Background: an optimization exercise with open tools, aiming at a short achievable clock period and few clock cycles. Do not read the settings as production practice.
At most, simulation tests tie the RTL to the original design; equivalence was not proved.

==> inputs of job 2128 <==
==> flow/design.v <==
module flopr #(parameter WIDTH = 8)
            (input logic clk, reset,
              input logic [WIDTH-1:0] d,
              output logic [WIDTH-1:0] q);
  always_ff @(posedge clk, posedge reset)
    if (reset) q <= 0;
    else q <= d;
endmodule
module flopr2 #(parameter WIDTH = 8)
            (input logic clk, reset,
              input logic [WIDTH-1:0] d0, d1,
              output logic [WIDTH-1:0] q0, q1);
  always_ff @(posedge clk, posedge reset)
    if (reset)
    begin
      q0 <= 0; 
      q1 <= 0;
    end
    else 
    begin
      q0 <= d0;
      q1 <= d1;
    end
endmodule
module floprwithen #(parameter WIDTH = 8)
            (input logic clk, reset, en,
              input logic [WIDTH-1:0] d,
              output logic [WIDTH-1:0] q);
  always_ff @(posedge clk, posedge reset)
    if (reset) q <= 0;
    else if(en) q <= d;
endmodule
module mux2 #(parameter WIDTH = 8)
            (input logic [WIDTH-1:0] d0, d1,
              input logic s,
              output logic [WIDTH-1:0] y);
  assign y = s ? d1 : d0;
endmodule
module mux4 #(parameter WIDTH = 8)
            (input logic [WIDTH-1:0] d0, d1, d2, d3,
              input logic [1:0] s,
              output logic [WIDTH-1:0] y);
  assign y = s[1] ? (s[0] ? d3 : d2) : (s[0] ? d1 : d0);
endmodule
module signext(input logic [15:0] a,
                output logic [31:0] y);
  assign y = {{16{a[15]}}, a};
endmodule
module sl2(input logic [31:0] a,
            output logic [31:0] y);
  assign y = {a[29:0], 2'b00};
endmodule
module alu32(input logic [31:0] A, B,
              input logic [2:0] F,
              output logic [31:0] Y,
              output logic zero);
  always_comb
    case (F[2:0])
      3'b000: Y <= A & B;
      3'b001: Y <= A | B;
      3'b010: Y <= A + B;
      3'b011: Y <= 32'b0;
      3'b100: Y <= A & ~B;
      3'b101: Y <= A | ~B;
      3'b110: Y <= A - B;
      3'b111: Y <= (A < B);
      default: Y <= 32'b0;
    endcase
  assign zero = (Y == 0); 
endmodule
module regfile(input logic clk, 
                input logic we3, 
                input logic [4:0] ra1, ra2, wa3,
                input logic [31:0] wd3, 
                output logic [31:0] rd1, rd2);
  logic [31:0] rf[31:0];
  always_ff @(posedge clk)
    if (we3) rf[wa3] <= wd3;
  assign rd1 = (ra1 != 0) ? rf[ra1] : 0;
  assign rd2 = (ra2 != 0) ? rf[ra2] : 0;
endmodule
module aludec(input logic [5:0] funct,
              input logic [1:0] aluop,
              output logic [2:0] alucontrol);
  always_comb
    case(aluop)
      2'b00: alucontrol <= 3'b010;  
      2'b01: alucontrol <= 3'b110;  
      default: case(funct)  
        6'b100000: alucontrol <= 3'b010;  
        6'b100010: alucontrol <= 3'b110;  
        6'b100100: alucontrol <= 3'b000;  
        6'b100101: alucontrol <= 3'b001;  
        6'b101010: alucontrol <= 3'b111;  
        default: alucontrol <= 3'b010;  
        endcase
    endcase
endmodule
module maindec(input logic clk, reset,
                input logic [5:0] op,
                output logic memtoreg, memwrite,
                output logic branch, alusrca,
                output logic[1:0] alusrcb,
                output logic regdst, regwrite,
                output logic IorD,
                output logic irwrite, pcwrite,
                output logic [1:0] pcsrc, aluop);
  logic [14:0] controls;
  logic [3:0] state, nextstate;
  parameter S0 = 4'b0000;
  parameter S1 = 4'b0001;
  parameter S2 = 4'b0010;
  parameter S3 = 4'b0011;
  parameter S4 = 4'b0100;
  parameter S5 = 4'b0101;
  parameter S6 = 4'b0110;
  parameter S7 = 4'b0111;
  parameter S8 = 4'b1000;
  parameter S9 = 4'b1001;
  parameter S10 = 4'b1010;
  parameter S11 = 4'b1011;
  assign {memtoreg, memwrite, branch, alusrca, alusrcb, regdst, regwrite, IorD, irwrite, pcwrite, pcsrc, aluop} = controls;
  always_ff @(posedge clk, posedge reset)
    if(reset)
      state <= S0;
    else
      state <= nextstate;
  always_comb
    case(state)
      S0: nextstate <= S1;
      S1:
        case(op)
          6'b000000: nextstate <= S6; 
          6'b100011: nextstate <= S2;  
          6'b101011: nextstate <= S2;  
          6'b000100: nextstate <= S8;  
          6'b001000: nextstate <= S9; 
          6'b000010: nextstate <= S11;  
          default:  nextstate <= S0;  
        endcase 
      S2:
      begin
        case(op)
          6'b100011: nextstate <= S3;  
          6'b101011: nextstate <= S5;  
          default:   nextstate <= S0;
        endcase
      end
      S3: nextstate <= S4;  
      S4: nextstate <= S0;  
      S5: nextstate <= S0;  
      S6: nextstate <= S7;  
      S7: nextstate <= S0;  
      S8: nextstate <= S0;  
      S9: nextstate <= S10;  
      S10: nextstate <= S0;  
      S11: nextstate <= S0;  
      default: nextstate <= S0;
    endcase 
  always_comb
    begin
      case(state) 
	      S0: controls <= 15'b000_001_000_110_000;   
	      S1: controls <= 15'b000_011_000_000_000; 
	      S2: controls <= 15'b000_110_000_000_000;
	      S3: controls <= 15'b000_000_001_000_000;
	      S4: controls <= 15'b100_000_010_000_000;
	      S5: controls <= 15'b010_000_001_000_000;
	      S6: controls <= 15'b000_100_000_000_010;
	      S7: controls <= 15'b000_000_110_000_000;
	      S8: controls <= 15'b001_100_000_000_101;
	      S9: controls <= 15'b000_110_000_000_000;
	      S10: controls <= 15'b000_000_010_000_000;
	      S11: controls <= 15'b000_110_000_011_000;
	      default: controls <= 15'b000_001_000_110_000;
      endcase 
    end
endmodule
module controller(input logic clk, reset,
                  input logic [5:0] op, funct,  
                  input logic zero, 
                  output logic memtoreg, memwrite,
                  output logic alusrca,
                  output logic [1:0] alusrcb, pcsrc,
                  output logic regdst, regwrite,
                  output logic [2:0] alucontrol,
                  output logic IorD, irwrite,
                  output logic pcen);  
  logic [1:0] aluop;
  logic branch;  
  logic pcwrite;
  maindec md(clk, reset, op, memtoreg, memwrite, branch, alusrca, alusrcb, regdst, regwrite, IorD, irwrite, pcwrite, pcsrc, aluop);
  aludec ad(funct, aluop, alucontrol);
  logic pand;
  assign pand = branch && zero;
  assign pcen = pcwrite || pand;
endmodule
module datapath(input logic clk, reset,
                input logic memtoreg, 
                input logic [1:0] pcsrc,
                input logic alusrca,
                input logic [1:0] alusrcb,
                input logic regdst, regwrite,
                input logic [2:0] alucontrol,
                output logic zero,
                output logic [31:0] pc,
                input logic [31:0] readdata,
                output logic [31:0] adr, writedata,
                output logic [31:0] instr,
                input logic IorD,
                input logic irwrite,
                input logic pcen); 
  logic [31:0] pcnext;
  logic [31:0] signimm, signimmsh;
  logic [31:0] srca, srcb;
  logic [31:0] aluresult, aluout;
  logic [31:0] data;
  logic [31:0] jump;
  logic [4:0] a3;
  logic [31:0] rd1, rd2, a, b, wd3;
  floprwithen #(32) pcreg(clk, reset, pcen, pcnext, pc);
  sl2 sigjump({6'b0,instr[25:0]}, jump);
  mux4 #(32) pcmux(aluresult, aluout, {pc[31:28],jump[27:0]}, aluresult, pcsrc, pcnext);
  mux2 #(32) memmux(pc, aluout, IorD, adr);
  floprwithen #(32) ireg(clk, reset, irwrite, readdata, instr);
  flopr #(32) datareg(clk, reset, readdata, data); 
  mux2 #(5) a3mux(instr[20:16], instr[15:11], regdst, a3);
  mux2 #(32) wd3mux(aluout, data, memtoreg, wd3);
  regfile rf(clk, regwrite, instr[25:21], instr[20:16], a3, wd3, rd1, rd2);
  flopr2 #(32) aandbreg(clk, reset, rd1, rd2, a, writedata);    
  signext se(instr[15:0], signimm);
  mux2 #(32) srcamux(pc, a, alusrca, srca);
  sl2 signimml2(signimm, signimmsh);
  mux4 #(32) srcbmux(writedata, 32'b100, signimm, signimmsh, alusrcb, srcb);
  alu32 alu(srca, srcb, alucontrol, aluresult, zero);
  flopr #(32) resultreg(clk, reset, aluresult, aluout);
endmodule
module mips(input logic clk, reset,
            output logic memwrite,
            output logic [31:0] adr, writedata,  
            input logic [31:0] readdata);
  logic memtoreg, alusrca, regdst, regwrite, irwrite, pcen, IorD, zero;
  logic [1:0] alusrcb, pcsrc;
  logic [2:0] alucontrol;
  logic [31:0] instr;
  logic [31:0] pc;
  controller c(clk, reset, instr[31:26], instr[5:0], zero, memtoreg, memwrite,
    alusrca, alusrcb, pcsrc, regdst, regwrite, alucontrol, IorD, irwrite, pcen);
  datapath dp(clk, reset, memtoreg, pcsrc, alusrca, alusrcb, regdst, regwrite,
    alucontrol, zero, pc, readdata, adr, writedata, instr, IorD, irwrite, pcen);
endmodule
==> flow/run.sh <==
#!/bin/bash
# synth_recipe.tcl (not shown) runs the flow's synth.tcl, then flattens the netlist and writes it again
# the make line also repeats each setting of config.mk as NAME=value (left out here)
make -C /OpenROAD-flow-scripts/flow DESIGN_CONFIG=/design/flow/config.mk WORK_HOME=/design/flow/orfs CLKGATE_MAP_FILE= SYNTH_SCRIPT=/design/flow/synth_recipe.tcl finish
==> flow/config.mk <==
export PLATFORM = sky130hd
export DESIGN_NAME = mips
export DESIGN_NICKNAME = mips
export VERILOG_FILES = /design/flow/design.v
export SDC_FILE = /design/flow/constraint.sdc
export NUM_CORES = 4
export LEC_CHECK = 0
export CAP_MARGIN = 20
export CORE_MARGIN = 2
export CORE_UTILIZATION = 40
export SLEW_MARGIN = 20
==> flow/constraint.sdc <==
create_clock -name core_clock -period 11.0 [get_ports {clk}]
set_input_delay 2.2000 -clock core_clock [delete_from_list [all_inputs] [get_ports {clk}]]
set_output_delay 2.2000 -clock core_clock [all_outputs]
set_load 0.01 [all_outputs]
==> inputs of job 339, as changes to job 2128 <==
==> flow/design.v, changed modules only <==
module mips(input logic clk, reset,
            output logic memwrite,
            output logic [31:0] adr, writedata,
            input logic [31:0] readdata);
  logic [31:0] pc;
  logic        d_valid;
  logic [31:0] d_instr, d_pc4;
  logic        e_rw, e_lw, e_sw, e_beq, e_sub, e_and, e_or, e_slt, e_useimm;
  logic        e_fam, e_faw, e_fbm, e_fbw;
  logic [4:0]  e_rd;
  logic [31:0] e_a, e_b, e_imm, e_bt;
  logic        m_rw, m_lw, m_sw, m_mem;
  logic [4:0]  m_rd;
  logic [31:0] m_res, m_b;
  logic        w_rw;
  logic [4:0]  w_rd;
  logic [31:0] w_val;
  assign adr       = m_mem ? m_res : pc;
  assign writedata = m_b;
  assign memwrite  = m_sw;
  logic [31:0] pc4;
  logic        f_j;
  assign pc4 = pc + 32'd4;
  assign f_j = (readdata[31:26] == 6'b000010);
  logic [5:0]  op, funct;
  logic [4:0]  rs, rt, rdf, dest;
  logic        is_r, is_addi, is_lw, is_sw, is_beq, uses_rt;
  logic [31:0] simm, ra, rb;
  logic        stall;
  assign op    = d_instr[31:26];
  assign rs    = d_instr[25:21];
  assign rt    = d_instr[20:16];
  assign rdf   = d_instr[15:11];
  assign funct = d_instr[5:0];
  assign is_r    = (op == 6'b000000);
  assign is_addi = (op == 6'b001000);
  assign is_lw   = (op == 6'b100011);
  assign is_sw   = (op == 6'b101011);
  assign is_beq  = (op == 6'b000100);
  assign uses_rt = is_r | is_sw | is_beq;
  assign dest    = is_r ? rdf : rt;
  assign simm    = {{16{d_instr[15]}}, d_instr[15:0]};
  logic [31:0] rf [1:31];
  always_ff @(posedge clk)
    if (w_rw) rf[w_rd] <= w_val;
  assign ra = (rs == 5'd0) ? 32'd0 : (w_rw && w_rd == rs) ? w_val : rf[rs];
  assign rb = (rt == 5'd0) ? 32'd0 : (w_rw && w_rd == rt) ? w_val : rf[rt];
  assign stall = d_valid & e_lw & ((e_rd == rs) | (uses_rt & (e_rd == rt)));
  logic [31:0] fa, fb, srcb, sum, res;
  logic        cout, taken;
  assign fa   = e_fam ? m_res : e_faw ? w_val : e_a;
  assign fb   = e_fbm ? m_res : e_fbw ? w_val : e_b;
  assign srcb = e_useimm ? e_imm : fb;
  assign {cout, sum} = {1'b0, fa} + {1'b0, srcb ^ {32{e_sub}}} + {32'd0, e_sub};
  always_comb
    if (e_and)      res = fa & srcb;
    else if (e_or)  res = fa | srcb;
    else if (e_slt) res = {31'd0, ~cout};
    else            res = sum;
  assign taken = e_beq & (fa == fb);
  logic id_rw;
  assign id_rw = d_valid & (is_r | is_addi | is_lw) & (dest != 5'd0);
  always_ff @(posedge clk, posedge reset)
    if (reset) begin
      pc      <= 32'd0;
      d_valid <= 1'b0;
      e_rw    <= 1'b0;
      e_lw    <= 1'b0;
      e_sw    <= 1'b0;
      e_beq   <= 1'b0;
      m_rw    <= 1'b0;
      m_lw    <= 1'b0;
      m_sw    <= 1'b0;
      m_mem   <= 1'b0;
      w_rw    <= 1'b0;
    end else begin
      if (taken) begin
        pc      <= e_bt;
        d_valid <= 1'b0;
      end else if (stall) begin
      end else if (m_mem) begin
        d_valid <= 1'b0;
      end else begin
        pc      <= f_j ? {pc4[31:28], readdata[25:0], 2'b00} : pc4;
        d_valid <= ~f_j;
      end
      if (taken | stall) begin
        e_rw  <= 1'b0;
        e_lw  <= 1'b0;
        e_sw  <= 1'b0;
        e_beq <= 1'b0;
      end else begin
        e_rw  <= id_rw;
        e_lw  <= id_rw & is_lw;
        e_sw  <= d_valid & is_sw;
        e_beq <= d_valid & is_beq;
      end
      m_rw  <= e_rw;
      m_lw  <= e_lw;
      m_sw  <= e_sw;
      m_mem <= e_lw | e_sw;
      w_rw  <= m_rw;
    end
  always_ff @(posedge clk) begin
    if (!taken && !stall && !m_mem) begin
      d_instr <= readdata;
      d_pc4   <= pc4;
    end
    if (!stall) begin
      e_rd     <= dest;
      e_sub    <= is_r ? (funct[1] | funct[3]) : is_beq;
      e_and    <= is_r & funct[2] & ~funct[0];
      e_or     <= is_r & funct[2] & funct[0];
      e_slt    <= is_r & ~funct[2] & funct[3];
      e_useimm <= ~is_r;
      e_a      <= ra;
      e_b      <= rb;
      e_imm    <= simm;
      e_bt     <= d_pc4 + {simm[29:0], 2'b00};
      e_fam    <= e_rw & (e_rd == rs);
      e_faw    <= m_rw & (m_rd == rs);
      e_fbm    <= e_rw & (e_rd == rt);
      e_fbw    <= m_rw & (m_rd == rt);
    end
    m_rd  <= e_rd;
    m_res <= res;
    m_b   <= fb;
    w_rd  <= m_rd;
    w_val <= m_lw ? readdata : m_res;
  end
endmodule
==> flow/flow/run.sh (new file) <==
#!/bin/bash
set -euo pipefail
bash standard.sh SETUP_SLACK_MARGIN=7.2 SKIP_GATE_CLONING=1 FASTROUTE_TCL="$PWD/flow/fastroute.tcl" finish > standard_flow.log 2>&1
==> flow/flow/fastroute.tcl (new file) <==
# Global routing capacity: met1 and met2 are derated more than the upper
# layers, so that global routing moves wiring up and detailed routing has room
# for pin access on met1.
set_global_routing_layer_adjustment met1 0.45
set_global_routing_layer_adjustment met2 0.35
set_global_routing_layer_adjustment met3-met5 0.2
set_routing_layers -clock met3-met5
set_routing_layers -signal met1-met5
==> flow/standard.sh (new file) <==
#!/bin/bash
# synth_recipe.tcl (not shown) runs the flow's synth.tcl, then flattens the netlist and writes it again
# the make line also repeats each setting of config.mk as NAME=value (left out here)
make -C /OpenROAD-flow-scripts/flow DESIGN_CONFIG=/design/flow/config.mk WORK_HOME=/design/flow/orfs CLKGATE_MAP_FILE= SYNTH_SCRIPT=/design/flow/synth_recipe.tcl "${@:-finish}"
- CELL_PAD_IN_SITES_DETAIL_PLACEMENT: default -> 1
removed: flow/run.sh
==> summary of the runs <==
Sequential share of layout area: job 2128 is higher than job 339 (0.092 points).
Via count: job 2128 is lower than job 339 (11%).
In job 2128 the critical path depth is higher than in job 339, by 13.
Between job 339 and job 2128, the lower utilization is in job 2128 (gap 1.2 points).
In job 2128 the synthesized cell count is smaller than in job 339, by about 15%.
In job 339 the register-to-register slack is better than in job 2128, by 4.0 ns.
Of job 339 and job 2128, job 2128 has the higher hold slack (gap 0.12 ns).
In job 339 the first-iteration DRC count is lower than in job 2128, by about 25%.
==> figures <==
| metric | job 2128 | job 339 |
|---|---|---|
| Placement-stage cell area | 0.0645 mm2 | 0.0683 mm2 |
| Number of flip-flops under the largest register name | 1024 | 992 |
| Count of cell instances traversed by the critical path | 18 | 5 |
| Die footprint | 0.156 mm2 | 0.165 mm2 |
| Clk sink count | 1220 | 1330 |
| Result of the run | timing/DRC/antenna clean | timing/DRC/antenna clean |
| Number of ordinary inverters in the final layout | 105 | 71 |
| Synthesized Nets | 3706 | 4337 |
| Wire length per cell | 33.7 um | 33.8 um |
| Achievable frequency | 128 MHz | 236 MHz |
| R2R Setup Slk | 3.16 ns | 7.19 ns |
| Final design instance area without fill | 0.0688 mm2 | 0.0748 mm2 |
| Source-to-sink clock delay at the later pin of the worst-skew pair | 0.78 ns | 0.81 ns |
| Comb_multi_in | 2018 | 2533 |
| Pre-CTS setup slack | 3.38 ns | 5.92 ns |
| Type of destination of the critical path | register | output port |
| Hold-critical path depth | 1 | 0 |
| Setup repair after global routing missed its margin | no | yes |
Testbench counts of job 339, summed over its fixed seeds: cycles 73,811.
No functional check of the RTL was part of job 2128.

[afterwards: timing with drivers on the ports]
Ports are ideal in the flow. The routed layouts listed here were re-timed in OpenROAD.
Step 1 sets driving cells, clkbuf_16 on the clock port and buf_2 on the other inputs (assumed; they add their load-dependent delay and slew).
Step 2 also shifts input and output timing later by t, the mid clock arrival at the registers, as if the neighbouring blocks saw the same clock.
a / b / c = no drivers / after step 1 / after step 2; a / b = the first two.
run | shift t [ns] | setup WS [ns] | worst register clock-pin slew, ns | worst data-port slew with drivers (ns) | pins driven straight from the clock port
job 2128 | 0.839 | 3.164 / 3.164 / 3.164 | 0.07 / 0.07 | 0.08 | 1
job 339 | 0.877 | 6.760 / 6.674 / 6.540 | 0.07 / 0.07 | 0.05 | 1
After both steps setup and hold are still met in every run listed. The setup slack of job 339, which loses most, moves by -0.086 ns with the drivers and by -0.220 ns with both steps.
